Background: an optimization exercise with open tools, aiming at small area. Do not read the settings as production practice. At most, simulation tests tie the RTL to the original design; equivalence was not proved. The clock input has no modelled driver; a real chip could not lean on it and would need a root buffer or a full tree. Power and IR drop assume default switching activity.

==> flow/design.v (excerpt) <==
module DigitalClock_12hrFormat(
    input clk,
    input rst,
    input center,
    input right,
    input left,
    input up,
    input down,
    input M_00,
    input M_01,
    input M_02,
    input M_03,
    input M_10,
    input M_11,
    input M_12,
    input H_00,
    input H_01,
    input H_02,
    input H_10,
    input H_11,
    output [6:0] seg,
    output [3:0] an,
    output AMPM_indicator_led,
    output clock_mode_indicator_led,
    output Alarm1,
    output Alarm2,
    output Alarm3,
    output Alarm4,
    output Alarm5,
    input stop
);
    wire act, tgl, s60;
    wire [2:0] dmt;
    wire [3:0] dmo, ho;
    wire ht, dpm;
    reg  x;
    ticks      TK (.clk(clk), .rst(rst), .center(center), .left(left), .right(right),
                   .cm(clock_mode_indicator_led), .act(act), .tgl(tgl), .s60(s60));
    timeofday  TD (.clk(clk), .rst(rst), .act(act), .tgl(tgl), .up(up), .down(down), .s60(s60),
                   .dmt(dmt), .dmo(dmo), .dpm(dpm), .ht(ht), .ho(ho));
    scan       SC (.clk(clk), .rst(rst), .dmo(dmo), .dmt(dmt), .ho(ho), .ht(ht), .seg(seg), .an(an));
    wire match = ~H_11 & (H_10 == ht) & ({1'b0, H_02, H_01, H_00} == ho) &
                 ({M_12, M_11, M_10} == dmt) & ({M_03, M_02, M_01, M_00} == dmo);
    always @(posedge clk)
        if (rst) x <= 1'b0;
        else x <= ~stop & (x | match);
    assign AMPM_indicator_led = dpm;
    assign Alarm1 = x;
    assign Alarm2 = x;
    assign Alarm3 = x;
    assign Alarm4 = x;
    assign Alarm5 = x;
endmodule
For scale: ~300 cells after synthesis, ~52 flip-flops, roughly 0.0024 mm² of cells after synthesis.
export LEC_CHECK = 0
export CAP_MARGIN = 20
export CORE_MARGIN = 2
export CORE_UTILIZATION = 40
export CTS_BUF_LIST = sky130_fd_sc_hd__clkbuf_4
export PLACE_DENSITY = 0.6
export SLEW_MARGIN = 20
create_clock -name core_clock -period 10.0 [get_ports {clk}]
standard.sh (not shown) runs the stock make flow with config.mk's settings and CLKGATE_MAP_FILE= SYNTH_SCRIPT=/design/flow/synth_recipe.tcl, a recipe that flattens the netlist after the stock synthesis.
==> flow/flow/run.sh <==
#!/bin/bash
# The standard layout (standard.sh) with three changes:
#  - synthesis maps the logic for area (flow/synth.tcl, flow/area.abc);
#  - the ports get the smallest buffer cell;
#  - the clock tree uses clkbuf_8 buffers and no dummy loads.
# make's full output goes to standard.log; ORFS keeps each step's log in orfs/logs.
set -euo pipefail
here=$(pwd)
export FLOW_SYNTH_TCL="$here/synth_recipe.tcl"
export AREA_ABC_SCRIPT="$here/flow/area.abc"
bash standard.sh \
  "SYNTH_SCRIPT=$here/flow/synth.tcl" \
  "BUFFER_PORTS_ARGS=-buffer_cell sky130_fd_sc_hd__buf_1" \
  "CTS_ARGS=-sink_clustering_enable -repair_clock_nets -root_buf sky130_fd_sc_hd__clkbuf_16 -buf_list sky130_fd_sc_hd__clkbuf_16 -sink_clustering_size 64 -sink_clustering_max_diameter 500 -sink_clustering_levels 1 -dont_use_dummy_load" \
  finish > standard.log 2>&1
==> flow/flow/area.abc <==
strash
&get -n
&deepsyn -T 20
&put
dch -f
amap
topo
==> flow/flow/synth.tcl <==
# The standard synthesis (synth_recipe.tcl), with two changes to the
# combinational mapping only: yosys does not pull half/full adders out of the
# logic before ABC, and ABC maps for area (flow/area.abc) instead of speed.
# Registers are mapped exactly as in the standard synthesis.
proc extract_fa {args} {}
proc abc {args} {
  set i [lsearch $args -script]
  if {$i >= 0} {
    lset args [expr {$i + 1}] $::env(AREA_ABC_SCRIPT)
  }
  yosys abc {*}$args
}
source $::env(FLOW_SYNTH_TCL)
Rerun with:
--- a/flow/flow/run.sh
+++ b/flow/flow/run.sh
@@ -12,4 +12,4 @@
   "SYNTH_SCRIPT=$here/flow/synth.tcl" \
   "BUFFER_PORTS_ARGS=-buffer_cell sky130_fd_sc_hd__buf_1" \
-  "CTS_ARGS=-sink_clustering_enable -repair_clock_nets -root_buf sky130_fd_sc_hd__clkbuf_16 -buf_list sky130_fd_sc_hd__clkbuf_16 -sink_clustering_size 64 -sink_clustering_max_diameter 500 -sink_clustering_levels 1 -dont_use_dummy_load" \
+  "CTS_ARGS=-sink_clustering_enable -repair_clock_nets -root_buf sky130_fd_sc_hd__clkbuf_8 -buf_list sky130_fd_sc_hd__clkbuf_8 -sink_clustering_size 64 -sink_clustering_max_diameter 500 -sink_buffer_max_cap_derate 1.0 -dont_use_dummy_load" \
   finish > standard.log 2>&1
Result:
- combinational power stays flat
- routed wire length went down by a few percent
- non-clock buffer count is unchanged
- power went down by roughly a tenth
- setup slack degrades by 0.027 ns
- clock power went down by a quarter to a third
- via count went down slightly
- flip-flop and latch count does not change
Function was not checked in any run of this note: the RTL went through the layout flow alone.


## old
Another version of the RTL of DigitalClock_12hrFormat (not shown whole).
Size in the first run: roughly 290 cells after synthesis, ~0.0024 mm^2 of cells after synthesis.
clock: 10.0 ns
lec_check: 0
cap_margin: 20
core_margin: 2
core_utilization: 70
place_density: 0.8
slew_margin: 20
==> flow/flow/run.sh <==
#!/bin/bash
# The standard layout (standard.sh) with three changes:
#  - synthesis maps the logic for area (flow/synth.tcl, flow/area.abc);
#  - the ports get the smallest buffer cell;
#  - the clock tree uses clkbuf_8 buffers and no dummy loads, and its root
#    buffer is dropped so the clock port drives the leaf buffers (flow/clock_root.tcl).
# make's full output goes to standard.log; ORFS keeps each step's log in orfs/logs.
set -euo pipefail
here=$(pwd)
export FLOW_SYNTH_TCL="$here/synth_recipe.tcl"
export AREA_ABC_SCRIPT="$here/flow/area.abc"
bash standard.sh \
  "SYNTH_SCRIPT=$here/flow/synth.tcl" \
  "BUFFER_PORTS_ARGS=-buffer_cell sky130_fd_sc_hd__buf_1" \
  "CTS_ARGS=-sink_clustering_enable -repair_clock_nets -root_buf sky130_fd_sc_hd__clkbuf_8 -buf_list sky130_fd_sc_hd__clkbuf_4 -sink_clustering_size 40 -sink_clustering_max_diameter 300 -dont_use_dummy_load" \
  "POST_CTS_TCL=$here/flow/clock_root.tcl" \
  finish > standard.log 2>&1
==> flow/flow/clock_root.tcl <==
set block [ord::get_db_block]
set clknet [$block findNet clk]
set root ""
foreach it [$clknet getITerms] {
  set inst [$it getInst]
  if {[string match "*clkbuf*" [[$inst getMaster] getName]]} { set root $inst }
}
if {$root ne "" && [llength [$clknet getITerms]] == 1} {
  set rootout ""
  foreach it [$root getITerms] {
    if {[$it isOutputSignal]} { set rootout [$it getNet] }
  }
  set loads {}
  set all_bufs 1
  foreach it [$rootout getITerms] {
    if {[$it getInst] ne $root} {
      lappend loads $it
      if {![string match "*clkbuf*" [[[$it getInst] getMaster] getName]]} { set all_bufs 0 }
    }
  }
  if {[llength $loads] <= 4 && $all_bufs} {
    foreach it $loads {
      $it disconnect
      $it connect $clknet
    }
    puts "clock_root.tcl: removed root buffer [$root getName], clock port drives [llength $loads] leaf buffers"
    odb::dbInst_destroy $root
    odb::dbNet_destroy $rootout
    detailed_placement
    estimate_parasitics -placement
  } else {
    puts "clock_root.tcl: root buffer kept ([llength $loads] loads)"
  }
}
Scripts as last shown in full above: flow/flow/area.abc, flow/flow/synth.tcl
Changes in new relative to old:
# old
export LEC_CHECK = 0
export CAP_MARGIN = 20
export CORE_MARGIN = 2
export CORE_UTILIZATION = 70
export PLACE_DENSITY = 0.8
export SLEW_MARGIN = 20
create_clock -name core_clock -period 10.0 [get_ports {clk}]
# new
export LEC_CHECK = 0
export CAP_MARGIN = 20
export CORE_MARGIN = 2
export CORE_UTILIZATION = 40
export CTS_BUF_LIST = sky130_fd_sc_hd__clkbuf_4
export PLACE_DENSITY = 0.6
export SLEW_MARGIN = 20
create_clock -name core_clock -period 10.0 [get_ports {clk}]
==> flow/flow/run.sh <==
#!/bin/bash
# The standard layout (standard.sh) with three changes:
#  - synthesis maps the logic for area: ABC runs each flow/area_*.abc script
#    and the smallest mapping is kept (flow/synth.tcl);
#  - the ports get the smallest buffer cell;
#  - the clock tree uses clkbuf_8 buffers and no dummy loads, and its root
#    buffer is dropped so the clock port drives the leaf buffers (flow/clock_root.tcl).
# make's full output goes to standard.log; ORFS keeps each step's log in orfs/logs.
set -euo pipefail
here=$(pwd)
export FLOW_SYNTH_TCL="$here/synth_recipe.tcl"
export AREA_ABC_SCRIPTS="$(ls "$here"/flow/area_*.abc | tr '\n' ' ')"
bash standard.sh \
  "SYNTH_SCRIPT=$here/flow/synth.tcl" \
  "BUFFER_PORTS_ARGS=-buffer_cell sky130_fd_sc_hd__buf_1" \
  "CTS_ARGS=-sink_clustering_enable -repair_clock_nets -root_buf sky130_fd_sc_hd__clkbuf_8 -buf_list sky130_fd_sc_hd__clkbuf_8 -sink_clustering_size 40 -sink_clustering_max_diameter 300 -dont_use_dummy_load" \
  "POST_CTS_TCL=$here/flow/clock_root.tcl" \
  finish > standard.log 2>&1
==> flow/flow/area_a0.abc (new file) <==
strash
&get -n
&deepsyn -T 20
&put
dch -f
amap -A 10 -F 3
topo
==> flow/flow/area_a1.abc (new file) <==
strash
&get -n
&deepsyn -T 20 -S 1
&put
dch -f
amap -A 10 -F 3
topo
==> flow/flow/area_c0.abc (new file) <==
strash
&get -n
&deepsyn -T 20
&put
dch -f
amap -m
topo
==> flow/flow/area_s0.abc (new file) <==
strash
&get -n
&deepsyn -T 20
&put
dch -f
amap
topo
==> flow/flow/area_s1.abc (new file) <==
strash
&get -n
&deepsyn -T 20 -S 1
&put
dch -f
amap
topo
==> flow/flow/area_s2.abc (new file) <==
strash
&get -n
&deepsyn -T 20 -S 2
&put
dch -f
amap
topo
==> flow/flow/area_s3.abc (new file) <==
strash
&get -n
&deepsyn -T 20 -S 3
&put
dch -f
amap
topo
==> flow/flow/synth.tcl <==
# The standard synthesis (synth_recipe.tcl), with two changes to the
# combinational mapping only: yosys does not pull half/full adders out of the
# logic before ABC, and ABC maps for area: it is run with each script in
# AREA_ABC_SCRIPTS and the mapping with the smallest cell area is kept.
# Registers are mapped exactly as in the standard synthesis.
proc extract_fa {args} {}
proc mapped_area {} {
  set lib [lindex $::env(LIB_FILES) 0]
  set rep [tee -q -s result.string stat -liberty $lib]
  if {[regexp {Chip area for module[^:]*:\s*([0-9.]+)} $rep -> a]} { return $a }
  return 1e12
}
proc abc {args} {
  set i [lsearch $args -script]
  yosys design -save pre_abc
  set best 1e12
  set n 0
  foreach script [split $::env(AREA_ABC_SCRIPTS) " "] {
    if {$script eq ""} continue
    yosys design -load pre_abc
    set a $args
    if {$i >= 0} { lset a [expr {$i + 1}] $script }
    yosys abc {*}$a
    set area [mapped_area]
    puts "area mapping with [file tail $script]: $area"
    if {$area < $best} {
      set best $area
      yosys design -save best_abc
    }
    incr n
  }
  yosys design -load best_abc
  puts "area mapping kept: $best"
}
source $::env(FLOW_SYNTH_TCL)
removed: flow/flow/area.abc
## What came out
- new vs old: y dimension of the die up
- new ends up with a non-clock buffer count that is 1 higher than in old.
- new — maximum frequency 12 MHz higher, old as reference
- Met3 track utilization from global routing (lower): new

## separate check: timing with driven ports
Ports are ideal in the flow. The routed layouts listed here were re-timed in OpenROAD.
Step 1: set_driving_cell puts a clkbuf_16 on clk and a buf_2 on each other input, an assumption about the parent block.
Step 2 also shifts input and output timing later by t, the mid clock arrival at the registers, as if the neighbouring blocks saw the same clock.
a / b / c = no drivers / after step 1 / after step 2; a / b = the first two.
run | t (ns) | slack for setup (ns) | clock arrival spread, ns
the first run of note 1 | 0.317 | 6.348 / 6.312 / 6.628 | 0.007 / 0.007
the second run of note 1 | 0.319 | 6.320 / 6.292 / 6.611 | 0.012 / 0.013
old | 0.197 | 6.275 / 6.304 / 6.108 | 0.030 / 0.029
new | 0.192 | 6.437 / 6.393 / 6.394 | 0.021 / 0.021
After both steps every run listed still meets setup and hold. For old, which loses most, drivers alone change the setup slack by +0.029 ns; drivers and shift together by -0.167 ns.
